Source: an optimization exercise on an open RTL-to-GDS flow (aim: small area, a short achievable clock period and few clock cycles). Production flows keep margins and buffers that such runs may drop.
Power is estimated from default activity; no workload was simulated.

## rev 12
==> flow/design.v <==
module arbiter #(
	parameter [1:0] SLAVE = 2'd0
	) (
	input        clk,
	input        reset,
	input  [3:0] req_in,
	input  [3:0] a31,
	input  [3:0] a30,
	input        ack,           
	output [3:0] gnt,
	output       any            
	);
	reg  [1:0] last;            
	wire [3:0] req = req_in & ~(a31 ^ {4{SLAVE[1]}}) & ~(a30 ^ {4{SLAVE[0]}});
	wire [3:0] e = 4'b0001 << last;
	genvar m;
	generate
	  for (m = 0; m < 4; m = m + 1) begin : gm
	    wire p1 = ~e[(m + 3) % 4];
	    wire p2 = e[m] | e[(m + 1) % 4];
	    wire p3 = e[m];
	    assign gnt[m] = req[m] & ~((req[(m + 3) % 4] & p1) |
	                               (req[(m + 2) % 4] & p2) |
	                               (req[(m + 1) % 4] & p3));
	  end
	endgenerate
	assign any = |req;
	always @(posedge clk) begin
	  if (reset)
	    last <= 2'd3;
	  else if (ack && |req)
	    last <= {gnt[3] | gnt[2], gnt[3] | gnt[1]};
	end
endmodule
module crossbar (
	input clk,                                        
	input reset,                                      
	input  master_0_req,				  
	output master_0_ack,                              
	input  master_0_cmd,				  
	output master_0_resp,                             
	input  [31:0] master_0_addr,                      
	input  [31:0] master_0_wdata,                     
	output [31:0] master_0_rdata,                     
	input  master_1_req,				
	output master_1_ack,
	input  master_1_cmd,				
	output master_1_resp,
	input  [31:0] master_1_addr,
	input  [31:0] master_1_wdata,
	output [31:0] master_1_rdata,
	input  master_2_req,
	output master_2_ack,
	input  master_2_cmd,
	output master_2_resp,
	input  [31:0] master_2_addr,
	input  [31:0] master_2_wdata,
	output [31:0] master_2_rdata,
	input  master_3_req,
	output master_3_ack,
	input  master_3_cmd,
	output master_3_resp,
	input  [31:0] master_3_addr,
	input  [31:0] master_3_wdata,
	output [31:0] master_3_rdata,
	output slave_0_req,
	input  slave_0_ack,
	output slave_0_cmd,
	input  slave_0_resp,
	input  [31:0] slave_0_rdata,
	output [31:0] slave_0_wdata,
	output [31:0] slave_0_addr,
	output slave_1_req,
	input  slave_1_ack,
	output slave_1_cmd,
	input  slave_1_resp,
	input  [31:0] slave_1_rdata,
	output [31:0] slave_1_wdata,
	output [31:0] slave_1_addr,
	output slave_2_req,
	input  slave_2_ack,
	output slave_2_cmd,
	input  slave_2_resp,
	input  [31:0] slave_2_rdata,
	output [31:0] slave_2_wdata,
	output [31:0] slave_2_addr,
	output slave_3_req,
	input  slave_3_ack,
	output slave_3_cmd,
	input  slave_3_resp,
	input  [31:0] slave_3_rdata,
	output [31:0] slave_3_wdata,
	output [31:0] slave_3_addr
	);
	wire [3:0]  m_req   = {master_3_req, master_2_req, master_1_req, master_0_req};
	wire [3:0]  m_cmd   = {master_3_cmd, master_2_cmd, master_1_cmd, master_0_cmd};
	wire [31:0] m_addr [0:3];
	wire [31:0] m_wdata[0:3];
	assign m_addr[0] = master_0_addr;  assign m_wdata[0] = master_0_wdata;
	assign m_addr[1] = master_1_addr;  assign m_wdata[1] = master_1_wdata;
	assign m_addr[2] = master_2_addr;  assign m_wdata[2] = master_2_wdata;
	assign m_addr[3] = master_3_addr;  assign m_wdata[3] = master_3_wdata;
	wire [3:0]  s_ack   = {slave_3_ack, slave_2_ack, slave_1_ack, slave_0_ack};
	wire [3:0]  s_resp  = {slave_3_resp, slave_2_resp, slave_1_resp, slave_0_resp};
	wire [31:0] s_rdata[0:3];
	assign s_rdata[0] = slave_0_rdata;
	assign s_rdata[1] = slave_1_rdata;
	assign s_rdata[2] = slave_2_rdata;
	assign s_rdata[3] = slave_3_rdata;
	wire [3:0] sel [0:3];
	genvar s, m, b;
	generate
	  for (m = 0; m < 4; m = m + 1) begin : md
	    assign sel[m] = 4'b0001 << m_addr[m][31:30];
	  end
	endgenerate
	wire [3:0] g [0:3];
	wire [3:0] any;
	wire [3:0] a31 = {m_addr[3][31], m_addr[2][31], m_addr[1][31], m_addr[0][31]};
	wire [3:0] a30 = {m_addr[3][30], m_addr[2][30], m_addr[1][30], m_addr[0][30]};
	generate
	  for (s = 0; s < 4; s = s + 1) begin : sl
	    arbiter #(.SLAVE(s)) arb (
	      .clk(clk), .reset(reset),
	      .req_in(m_req), .a31(a31), .a30(a30), .ack(s_ack[s]),
	      .gnt(g[s]), .any(any[s])
	    );
	  end
	endgenerate
	wire [3:0]  sl_req, sl_cmd;
	wire [31:0] sl_addr [0:3];
	wire [31:0] sl_wdata[0:3];
	generate
	  for (s = 0; s < 4; s = s + 1) begin : so
	    assign sl_req[s] = any[s];
	    assign sl_cmd[s] = |(g[s] & m_cmd);
	    assign sl_addr[s][31:30] = sl_req[s] ? s : 2'b00;
	    for (b = 0; b < 30; b = b + 1) begin : ab
	      andor4 u (.g(g[s]), .d({m_addr[3][b], m_addr[2][b], m_addr[1][b], m_addr[0][b]}), .y(sl_addr[s][b]));
	    end
	    for (b = 0; b < 32; b = b + 1) begin : wb
	      andor4 u (.g(g[s]), .d({m_wdata[3][b], m_wdata[2][b], m_wdata[1][b], m_wdata[0][b]}), .y(sl_wdata[s][b]));
	    end
	  end
	endgenerate
	assign slave_0_req = sl_req[0]; assign slave_0_cmd = sl_cmd[0];
	assign slave_1_req = sl_req[1]; assign slave_1_cmd = sl_cmd[1];
	assign slave_2_req = sl_req[2]; assign slave_2_cmd = sl_cmd[2];
	assign slave_3_req = sl_req[3]; assign slave_3_cmd = sl_cmd[3];
	assign slave_0_addr = sl_addr[0]; assign slave_0_wdata = sl_wdata[0];
	assign slave_1_addr = sl_addr[1]; assign slave_1_wdata = sl_wdata[1];
	assign slave_2_addr = sl_addr[2]; assign slave_2_wdata = sl_wdata[2];
	assign slave_3_addr = sl_addr[3]; assign slave_3_wdata = sl_wdata[3];
	wire [3:0] m_ack;
	generate
	  for (m = 0; m < 4; m = m + 1) begin : ma
	    assign m_ack[m] = (g[0][m] & s_ack[0]) | (g[1][m] & s_ack[1])
	                    | (g[2][m] & s_ack[2]) | (g[3][m] & s_ack[3]);
	  end
	endgenerate
	assign master_0_ack = m_ack[0];
	assign master_1_ack = m_ack[1];
	assign master_2_ack = m_ack[2];
	assign master_3_ack = m_ack[3];
	reg  [3:0]  rpend;
	wire [3:0]  rv   [0:3];
	wire [31:0] m_rdata[0:3];
	always @(posedge clk) begin
	  if (reset)
	    rpend <= 4'b0000;
	  else
	    rpend <= m_ack & ~m_cmd;
	end
	generate
	  for (m = 0; m < 4; m = m + 1) begin : mr
	    assign rv[m] = sel[m] & s_resp & {4{rpend[m]}};
	    for (b = 0; b < 32; b = b + 1) begin : rb
	      andor4 u (.g(rv[m]), .d({s_rdata[3][b], s_rdata[2][b], s_rdata[1][b], s_rdata[0][b]}), .y(m_rdata[m][b]));
	    end
	  end
	endgenerate
	assign master_0_resp = |rv[0]; assign master_0_rdata = m_rdata[0];
	assign master_1_resp = |rv[1]; assign master_1_rdata = m_rdata[1];
	assign master_2_resp = |rv[2]; assign master_2_rdata = m_rdata[2];
	assign master_3_resp = |rv[3]; assign master_3_rdata = m_rdata[3];
endmodule
module andor4 (
	input  [3:0] g,
	input  [3:0] d,
	output       y
	);
	assign y = |(g & d);
endmodule
clock: 6.0 ns
lec_check: 0
cap_margin: 20
cell_pad_in_sites_detail_placement: 1
core_area: 5 5 295 295
cts_buf_list: sky130_fd_sc_hd__clkbuf_4 sky130_fd_sc_hd__clkbuf_8
die_area: 0 0 300 300
place_density: 0.35
setup_slack_margin: 1.5
slew_margin: 20
synth_hierarchical: 1
synth_minimum_keep_size: 0
standard.sh (not shown) runs the stock make flow with config.mk's settings and CLKGATE_MAP_FILE= SYNTH_SCRIPT=/design/flow/synth_recipe.tcl, a recipe that flattens the netlist after the stock synthesis.
==> flow/flow/run.sh <==
#!/bin/bash
# Standard ORFS layout; the only change is the cell used for the port
# buffers (a plain buffer instead of the delay cell buffer_ports picks).
set -euo pipefail
BUF=${PORT_BUF:-sky130_fd_sc_hd__buf_1}
bash standard.sh "BUFFER_PORTS_ARGS=-buffer_cell $BUF" finish > flow_make.log 2>&1
What rev 13 does differently from rev 12 at the input level:
--- a/flow/design.v
+++ b/flow/design.v
@@ -1,17 +1,11 @@
-module arbiter #(
-	parameter [1:0] SLAVE = 2'd0
-	) (
+module arbiter (
 	input        clk,
 	input        reset,
-	input  [3:0] req_in,
-	input  [3:0] a31,
-	input  [3:0] a30,
+	input  [3:0] req,
 	input        ack,           
-	output [3:0] gnt,
-	output       any            
+	output [3:0] gnt
 	);
 	reg  [1:0] last;            
-	wire [3:0] req = req_in & ~(a31 ^ {4{SLAVE[1]}}) & ~(a30 ^ {4{SLAVE[0]}});
 	wire [3:0] e = 4'b0001 << last;
 	genvar m;
 	generate
@@ -24,7 +18,6 @@
 	                               (req[(m + 1) % 4] & p3));
 	  end
 	endgenerate
-	assign any = |req;
 	always @(posedge clk) begin
 	  if (reset)
 	    last <= 2'd3;
@@ -114,16 +107,16 @@
 	    assign sel[m] = 4'b0001 << m_addr[m][31:30];
 	  end
 	endgenerate
+	wire [3:0] r [0:3];
 	wire [3:0] g [0:3];
-	wire [3:0] any;
-	wire [3:0] a31 = {m_addr[3][31], m_addr[2][31], m_addr[1][31], m_addr[0][31]};
-	wire [3:0] a30 = {m_addr[3][30], m_addr[2][30], m_addr[1][30], m_addr[0][30]};
 	generate
 	  for (s = 0; s < 4; s = s + 1) begin : sl
-	    arbiter #(.SLAVE(s)) arb (
+	    for (m = 0; m < 4; m = m + 1) begin : ms
+	      assign r[s][m] = m_req[m] & sel[m][s];
+	    end
+	    arbiter arb (
 	      .clk(clk), .reset(reset),
-	      .req_in(m_req), .a31(a31), .a30(a30), .ack(s_ack[s]),
-	      .gnt(g[s]), .any(any[s])
+	      .req(r[s]), .ack(s_ack[s]), .gnt(g[s])
 	    );
 	  end
 	endgenerate
@@ -132,7 +125,7 @@
 	wire [31:0] sl_wdata[0:3];
 	generate
 	  for (s = 0; s < 4; s = s + 1) begin : so
-	    assign sl_req[s] = any[s];
+	    assign sl_req[s] = |r[s];
 	    assign sl_cmd[s] = |(g[s] & m_cmd);
 	    assign sl_addr[s][31:30] = sl_req[s] ? s : 2'b00;
 	    for (b = 0; b < 30; b = b + 1) begin : ab
@@ -175,7 +168,7 @@
 	  for (m = 0; m < 4; m = m + 1) begin : mr
 	    assign rv[m] = sel[m] & s_resp & {4{rpend[m]}};
 	    for (b = 0; b < 32; b = b + 1) begin : rb
-	      andor4 u (.g(rv[m]), .d({s_rdata[3][b], s_rdata[2][b], s_rdata[1][b], s_rdata[0][b]}), .y(m_rdata[m][b]));
+	      andor4s u (.g(rv[m]), .d({s_rdata[3][b], s_rdata[2][b], s_rdata[1][b], s_rdata[0][b]}), .y(m_rdata[m][b]));
 	    end
 	  end
 	endgenerate
@@ -191,3 +184,25 @@
 	);
 	assign y = |(g & d);
 endmodule
+module andor4s (
+	input  [3:0] g,
+	input  [3:0] d,
+	output       y
+	);
+	wire x, z;
+	aoi222 u0 (.a1(g[0]), .a2(d[0]), .b1(g[1]), .b2(d[1]), .c1(g[2]), .c2(d[2]), .y(x));
+	nand2  u1 (.a(g[3]), .b(d[3]), .y(z));
+	nand2  u2 (.a(x), .b(z), .y(y));
+endmodule
+module aoi222 (
+	input  a1, a2, b1, b2, c1, c2,
+	output y
+	);
+	assign y = ~((a1 & a2) | (b1 & b2) | (c1 & c2));
+endmodule
+module nand2 (
+	input  a, b,
+	output y
+	);
+	assign y = ~(a & b);
+endmodule
Looking at max-slew headroom at the worst pin, rev 13 sits 1.9 points lower than rev 12 does. Compared with rev 12, rev 13 ends up with a smaller final cell area. Sort rev 12 and rev 13 by area after synthesis asc -> top: rev 13. Setup WNS rev 12 -> rev 13: better. Rev 12 → rev 13: power of the sequential group +about 2.8%, multi-input gate share of the layout cell area lower, met2 track demand over resource decreased by 2.7 points relative to the old numbers.
No functional check of the RTL was part of any run of this note.

[what the ideal ports hide]
How much do the figures lean on ideal ports? The routed layouts below were timed once more, with nothing changed but the port constraints.
Step 1 sets driving cells, clkbuf_16 on the clock port and buf_2 on the other inputs (assumed; they add their load-dependent delay and slew).
Step 2 moves the port delays by t, midway between the first and last clock arrival at a register: inputs arrive t later, outputs are due t later. That takes back most of the time a late clock gives input paths.
Three values: ideal ports, drivers, drivers and shift; two values: the first two.
run | t (ns) | setup WS [ns] | hold WS [ns] | clock arrival spread, ns | cell pins on the clock port's net
rev 12 | 0.297 | 1.484 / 1.433 / 1.433 | 0.595 / 0.595 / 0.595 | 0.006 / 0.005 | 1
rev 13 | 0.268 | 1.559 / 1.492 / 1.492 | 0.629 / 0.629 / 0.629 | 0.004 / 0.004 | 1
After both steps setup and hold are still met in every run listed. For rev 13, which loses most, drivers alone change the setup slack by -0.067 ns; drivers and shift together by -0.067 ns.
